What follows belongs to an exercise in optimizing a design on an open flow for small area; a production flow would make more cautious choices. Only simulation tests tie the RTL to the original design; equivalence was not proved. Power is estimated from default activity; no workload was simulated. No driver is modelled on the clock port, so clocking that relies on it looks cheaper here than on a real chip.

## v59
## ws2812_top
module ws2812_top(input clk, input reset, input spi_valid, input spi_data, output reg led);
Settings: LEC_CHECK=0, CAP_MARGIN=20, CORE_MARGIN=2, CORE_UTILIZATION=55, CTS_BUF_LIST=sky130_fd_sc_hd__clkbuf_8, CTS_CLUSTER_DIAMETER=60, CTS_CLUSTER_SIZE=20, PLACE_DENSITY=0.7, SLEW_MARGIN=20; clock period 48.9 ns.
standard.sh (not shown) runs the stock make flow with config.mk's settings and CLKGATE_MAP_FILE= SYNTH_SCRIPT=/design/flow/synth_recipe.tcl, a recipe that flattens the netlist after the stock synthesis.
==> flow/flow/run.sh <==
#!/bin/bash
# The standard layout (standard.sh, all ORFS steps to finish) with one change:
# ABC maps the logic with an area-oriented script (flow/abc.script) in place
# of ORFS's abc_speed.script. Everything else, including the register mapping,
# is ORFS's own, from an unmodified copy of its scripts folder.
set -euo pipefail
here=$(pwd)
rm -rf "$here/scripts"
cp -r "$FLOW_HOME/scripts" "$here/scripts"
cp "$here/flow/abc.script" "$here/scripts/abc_speed.script"
bash standard.sh SCRIPTS_DIR="$here/scripts" finish > "$here/orfs_flow.log" 2>&1
==> flow/flow/abc.script <==
strash
&get -n
&st
&syn3
&dch
&put
amap
topo
v59 ran to completion and came out clean on the timing, design-rule and antenna checks.
Inputs modified between v59 and v23:
Settings: changing CTS_CLUSTER_SIZE from 20 to 18; changing CTS_CLUSTER_DIAMETER from 60 to 50; changing CORE_UTILIZATION from 55 to 60; changing PLACE_DENSITY from 0.7 to 0.75.
## What came out
v23 vs v59: cell count after placement down by a few percent. For the clock power, v23 came in about 8% higher than v59 did. Of v23 and v59, the run reporting the lower final area was v59. For the internal power of the cells, v23 came in about 1.4% higher than v59 did. On synthesized cell count, v23 and v59 are basically level. v23 has wire length above what v59 had. Shortest period the worst path allows: v23 worse than v59. On global-route wire length before repair, v23 does worse than v59. Sequential-to-total area share from yosys stat essentially unchanged between v23 and v59. In the metrics for v23 and v59, the one carrying the lower setup slack after layout is v23.
Setup changes, v23 to v39
Settings: clearing CTS_CLUSTER_SIZE, which used to be 18; clearing CTS_BUF_LIST, which used to be sky130_fd_sc_hd__clkbuf_8; clearing CTS_CLUSTER_DIAMETER, which used to be 50; swapping 60 for 55 in CORE_UTILIZATION; swapping 0.75 for 0.7 in PLACE_DENSITY.
==> flow/flow/run.sh <==
#!/bin/bash
# The standard layout (standard.sh, all ORFS steps to finish) with two changes:
# - ABC maps the logic with an area-oriented script (flow/abc.script) in place
#   of ORFS's abc_speed.script. Everything else, including the register
#   mapping, is ORFS's own, from an unmodified copy of its scripts folder.
# - clock tree synthesis clusters at most 20 sinks within 60 um per
#   clkbuf_8 and inserts no dummy loads (CTS_ARGS replaces ORFS's defaults).
set -euo pipefail
here=$(pwd)
rm -rf "$here/scripts"
cp -r "$FLOW_HOME/scripts" "$here/scripts"
cp "$here/flow/abc.script" "$here/scripts/abc_speed.script"
cts="-sink_clustering_enable -repair_clock_nets -sink_clustering_size 21 -sink_clustering_max_diameter 80 -buf_list sky130_fd_sc_hd__clkbuf_8 -dont_use_dummy_load"
bash standard.sh SCRIPTS_DIR="$here/scripts" "CTS_ARGS=$cts" finish > "$here/orfs_flow.log" 2>&1
--- outcome ---
Compare v39 and v23 | final worst-path cycle share lower: v39. The final reports for v39 and v23 show critical path arrival lower in the former. Sequential power across v39 and v23: no real change. Power down about 3.3% in v39 wrt v23. Changes observed in v39 relative to v23: clock slew seen by the registers of the worst setup and hold paths shows an increase of 0.02 ns; smallest hold slack shows a reduction of 0.043 ns. Relative to v23, met2 layer usage reported by global route has decreased by 2.2 points in v39. Taking v23 as the reference point, the setup slack of v39 rises by 0.37 ns. Sequential fraction of design power sits higher in v39 than in v23.

ws2812_top, a different RTL version from the one above (not shown whole).
export LEC_CHECK = 0
export CAP_MARGIN = 20
export CORE_MARGIN = 2
export CORE_UTILIZATION = 55
export CTS_CLUSTER_DIAMETER = 80
export CTS_CLUSTER_SIZE = 36
export PLACE_DENSITY = 0.7
export SLEW_MARGIN = 20
create_clock -name core_clock -period 48.9 [get_ports {clk}]
==> flow/flow/run.sh <==
#!/bin/bash
# The standard layout (standard.sh, all ORFS steps to finish) with one change:
# ABC maps the logic with an area-oriented script (flow/abc.script) in place
# of ORFS's abc_speed.script. Everything else, including the register mapping,
# is ORFS's own, from an unmodified copy of its scripts folder.
set -euo pipefail
here=$(pwd)
rm -rf "$here/scripts"
cp -r "$FLOW_HOME/scripts" "$here/scripts"
cp "$here/flow/abc.script" "$here/scripts/abc_speed.script"
bash standard.sh SCRIPTS_DIR="$here/scripts" finish > "$here/orfs_flow.log" 2>&1
==> flow/flow/abc.script <==
strash
dch
amap
topo
The starting point finished clean.
Edit:
CORE_UTILIZATION = 45   (was 55)
CTS_CLUSTER_DIAMETER = 100   (was 80)
CTS_CLUSTER_SIZE = 34   (was 36)
PLACE_DENSITY = 0.6   (was 0.7)
- non-clock buffer count fell by 1
- sequential share of layout area fell by 0.57 points
- total power rose slightly
- die area rose by about a fifth
- worst setup slack gains 440 ps

== old ==
The RTL this note starts from:
==> flow/design.v <==
module ws2812_top(input clk, input reset, input spi_valid, input spi_data, output reg led);
	localparam D = 24;           
	localparam NL = 63;          
	localparam QD = 23;          
	reg [4:0] ph;
	always @(posedge clk)
		if (reset || ph == D-1) ph <= 0;
		else ph <= (ph ^ {&ph[3:0], &ph[2:0], &ph[1:0], ph[0], 1'b1});
	reg [9:0] writeCount;
	reg spiFinished;
	reg pend;                    
	reg running;
	reg resCounting;
	wire swcond = ~running & ~resCounting & spiFinished & ~pend;
	wire accept = spi_valid & (~spiFinished | pend);
	wire wcLast = (writeCount == 10'd767);
	always @(posedge clk) begin
		if (reset) begin
			writeCount <= 0;
			spiFinished <= 0;
			pend <= 0;
		end else begin
			if (spi_valid) begin
				if (wcLast) begin
					if (pend) begin
						writeCount <= 1;
						spiFinished <= 0;
					end else
						spiFinished <= 1;
				end else begin
					writeCount <= (writeCount ^ {&writeCount[8:0], &writeCount[7:0], &writeCount[6:0], &writeCount[5:0], &writeCount[4:0], &writeCount[3:0], &writeCount[2:0], &writeCount[1:0], writeCount[0], 1'b1});
					spiFinished <= 0;
				end
			end
			if (swcond)
				pend <= 1;
			else if (spi_valid & ~wcLast)
				pend <= 0;
		end
	end
	reg [QD-1:0] q;
	reg [4:0] qc;
	reg [4:0] cs;
	reg [5:0] cl;
	wire atc = (ph == cs);
	wire qne = (qc != 0);
	wire commit = atc & (qne | accept);
	wire shin = accept & ~(atc & ~qne);
	wire pop = atc & qne;
	wire cdata = qne ? q[(qc ^ {~|qc[3:0], ~|qc[2:0], ~|qc[1:0], ~qc[0], 1'b1})] : spi_data;
	always @(posedge clk)
		if (shin) q <= {q[QD-2:0], spi_data};
	always @(posedge clk) begin
		if (reset) begin
			qc <= 0;
			cs <= 0;
			cl <= 0;
		end else begin
			if (shin & ~pop) qc <= (qc ^ {&qc[3:0], &qc[2:0], &qc[1:0], qc[0], 1'b1});
			else if (pop & ~shin) qc <= (qc ^ {~|qc[3:0], ~|qc[2:0], ~|qc[1:0], ~qc[0], 1'b1});
			if (commit) begin
				if (cs == D-1) begin
					cs <= 0;
					cl <= (cl == NL-1) ? 6'd0 : (cl ^ {&cl[4:0], &cl[3:0], &cl[2:0], &cl[1:0], cl[0], 1'b1});
				end else
					cs <= (cs ^ {&cs[3:0], &cs[2:0], &cs[1:0], cs[0], 1'b1});
			end
		end
	end
	reg [NL-1:0] ring [0:D-1];
	wire [NL-1:0] tap = ring[D-1];
	integer i;
	always @(posedge clk) begin
		for (i = D-1; i > 0; i = i - 1)
			ring[i] <= ring[i-1];
	end
	genvar g;
	generate for (g = 0; g < NL; g = g + 1) begin : lane
		always @(posedge clk)
			ring[0][g] <= (commit && cl == g) ? cdata : tap[g];
	end endgenerate
	reg [4:0] count;
	reg [4:0] rs;
	reg [5:0] rl;
	reg [4:0] rk;
	reg x;
	reg d;
	wire use8 = running & (count == 8);
	wire rwrap = use8 & (rs == D-1);
	wire lastBit = (rs == 0) & (rk == 0);
	wire gapCarry = resCounting & (count == 5'd31);
	wire finish = gapCarry & x & (rk == 5'd31);
	always @(posedge clk)
		if (ph == rs) d <= tap[rl];
	always @(posedge clk) begin
		if (reset) begin
			rs <= 0;
			rl <= 0;
		end else if (use8) begin
			if (rs == D-1) begin
				rs <= 0;
				rl <= (rl == NL-1) ? 6'd0 : (rl ^ {&rl[4:0], &rl[3:0], &rl[2:0], &rl[1:0], rl[0], 1'b1});
			end else
				rs <= (rs ^ {&rs[3:0], &rs[2:0], &rs[1:0], rs[0], 1'b1});
		end
	end
	always @(posedge clk) begin
		if (reset) begin
			rk <= 0;
			x <= 0;
		end else begin
			if (rwrap | gapCarry)
				rk <= (rk ^ {&rk[3:0], &rk[2:0], &rk[1:0], rk[0], 1'b1});
			if (gapCarry & (rk == 5'd31))
				x <= ~x;
		end
	end
	always @(posedge clk) begin
		if (reset)
			count <= 0;
		else if (swcond)
			count <= 5'd31;
		else if (running & (count == 24))
			count <= 0;
		else if (running | resCounting)
			count <= (count ^ {&count[3:0], &count[2:0], &count[1:0], count[0], 1'b1});
	end
	always @(posedge clk) begin
		if (reset) begin
			running <= 0;
			resCounting <= 0;
		end else begin
			if (swcond)
				running <= 1;
			else if (running) begin
				if (lastBit && count == 24) begin
					running <= 0;
					resCounting <= 1;
				end
			end else if (finish)
				resCounting <= 0;
		end
	end
	always @(posedge clk) begin
		if (reset || ~running)
			led <= 0;
		else if (count == 0)
			led <= 1;
		else if ((count == 8 && ~d) || count == 16)
			led <= 0;
	end
endmodule
export LEC_CHECK = 0
export CAP_MARGIN = 20
export CORE_MARGIN = 2
export CORE_UTILIZATION = 45
export CTS_CLUSTER_DIAMETER = 100
export CTS_CLUSTER_SIZE = 30
export PLACE_DENSITY = 0.6
export SLEW_MARGIN = 20
create_clock -name core_clock -period 48.9 [get_ports {clk}]
Scripts as last shown in full above: flow/flow/run.sh, flow/flow/abc.script
#### Input delta (new over old)
==> flow/run.sh (new file) <==
#!/bin/bash
# synth_recipe.tcl (not shown) runs the flow's synth.tcl, then flattens the netlist and writes it again
# the make line also repeats each setting of config.mk as NAME=value (left out here)
make -C /OpenROAD-flow-scripts/flow DESIGN_CONFIG=/design/flow/config.mk WORK_HOME=/design/flow/orfs CLKGATE_MAP_FILE= SYNTH_SCRIPT=/design/flow/synth_recipe.tcl finish
removed: flow/flow/run.sh
removed: flow/flow/abc.script
removed: flow/standard.sh
### Flow results
The maximum frequency was comparable across old and new. On number of enable-type register cells in the synthesized netlist, old and new are neck and neck. Summary — horizontal die dimension, new relative to old: higher, by about 0.8%. Of the two values seen for cell with the largest stage delay on the worst path, clkdlybuf4s50_1 was produced by new and a21oi_1 by old. Relative to old, the area growth from synthesis to layout of new is lower by 0.58 points. Die area on new is up relative to old.

-- static timing again, ports no longer ideal --
The flow's constraints put no driver on any port. The routed layouts listed below were extracted and timed again, unchanged, in two steps. Step 1: set_driving_cell puts a clkbuf_16 on clk and a buf_2 on each other input, an assumption about the parent block. Step 2 adds t to the input delays and takes it off the output delays; t is the mean of the earliest and latest rising clock arrival at the registers after step 1. Input paths then give back, and output paths get back, about the clock's delay inside the block. Slacks: no drivers / after step 1 / after step 2; pairs: no drivers / after step 1.
run | shift t [ns] | slack for setup (ns) | worst hold slack (ns)
v59 | 0.737 | 36.221 / 36.247 / 35.510 | 0.309 / 0.309 / 0.309
v23 | 0.760 | 35.801 / 35.831 / 35.071 | 0.300 / 0.300 / 0.300
v39 | 0.703 | 36.174 / 36.200 / 35.497 | 0.257 / 0.257 / 0.257
the first run of note 2 | 0.699 | 36.079 / 36.115 / 35.416 | 0.322 / 0.322 / 0.322
the second run of note 2 | 0.700 | 36.522 / 36.560 / 35.860 | 0.307 / 0.307 / 0.307
old | 0.704 | 36.504 / 36.541 / 35.837 | 0.317 / 0.317 / 0.317
new | 0.726 | 36.536 / 36.576 / 35.850 | 0.304 / 0.304 / 0.304
After both steps setup and hold are still met in every run listed. The setup slack of v23, which loses most, moves by +0.030 ns with the drivers and by -0.730 ns with both steps.
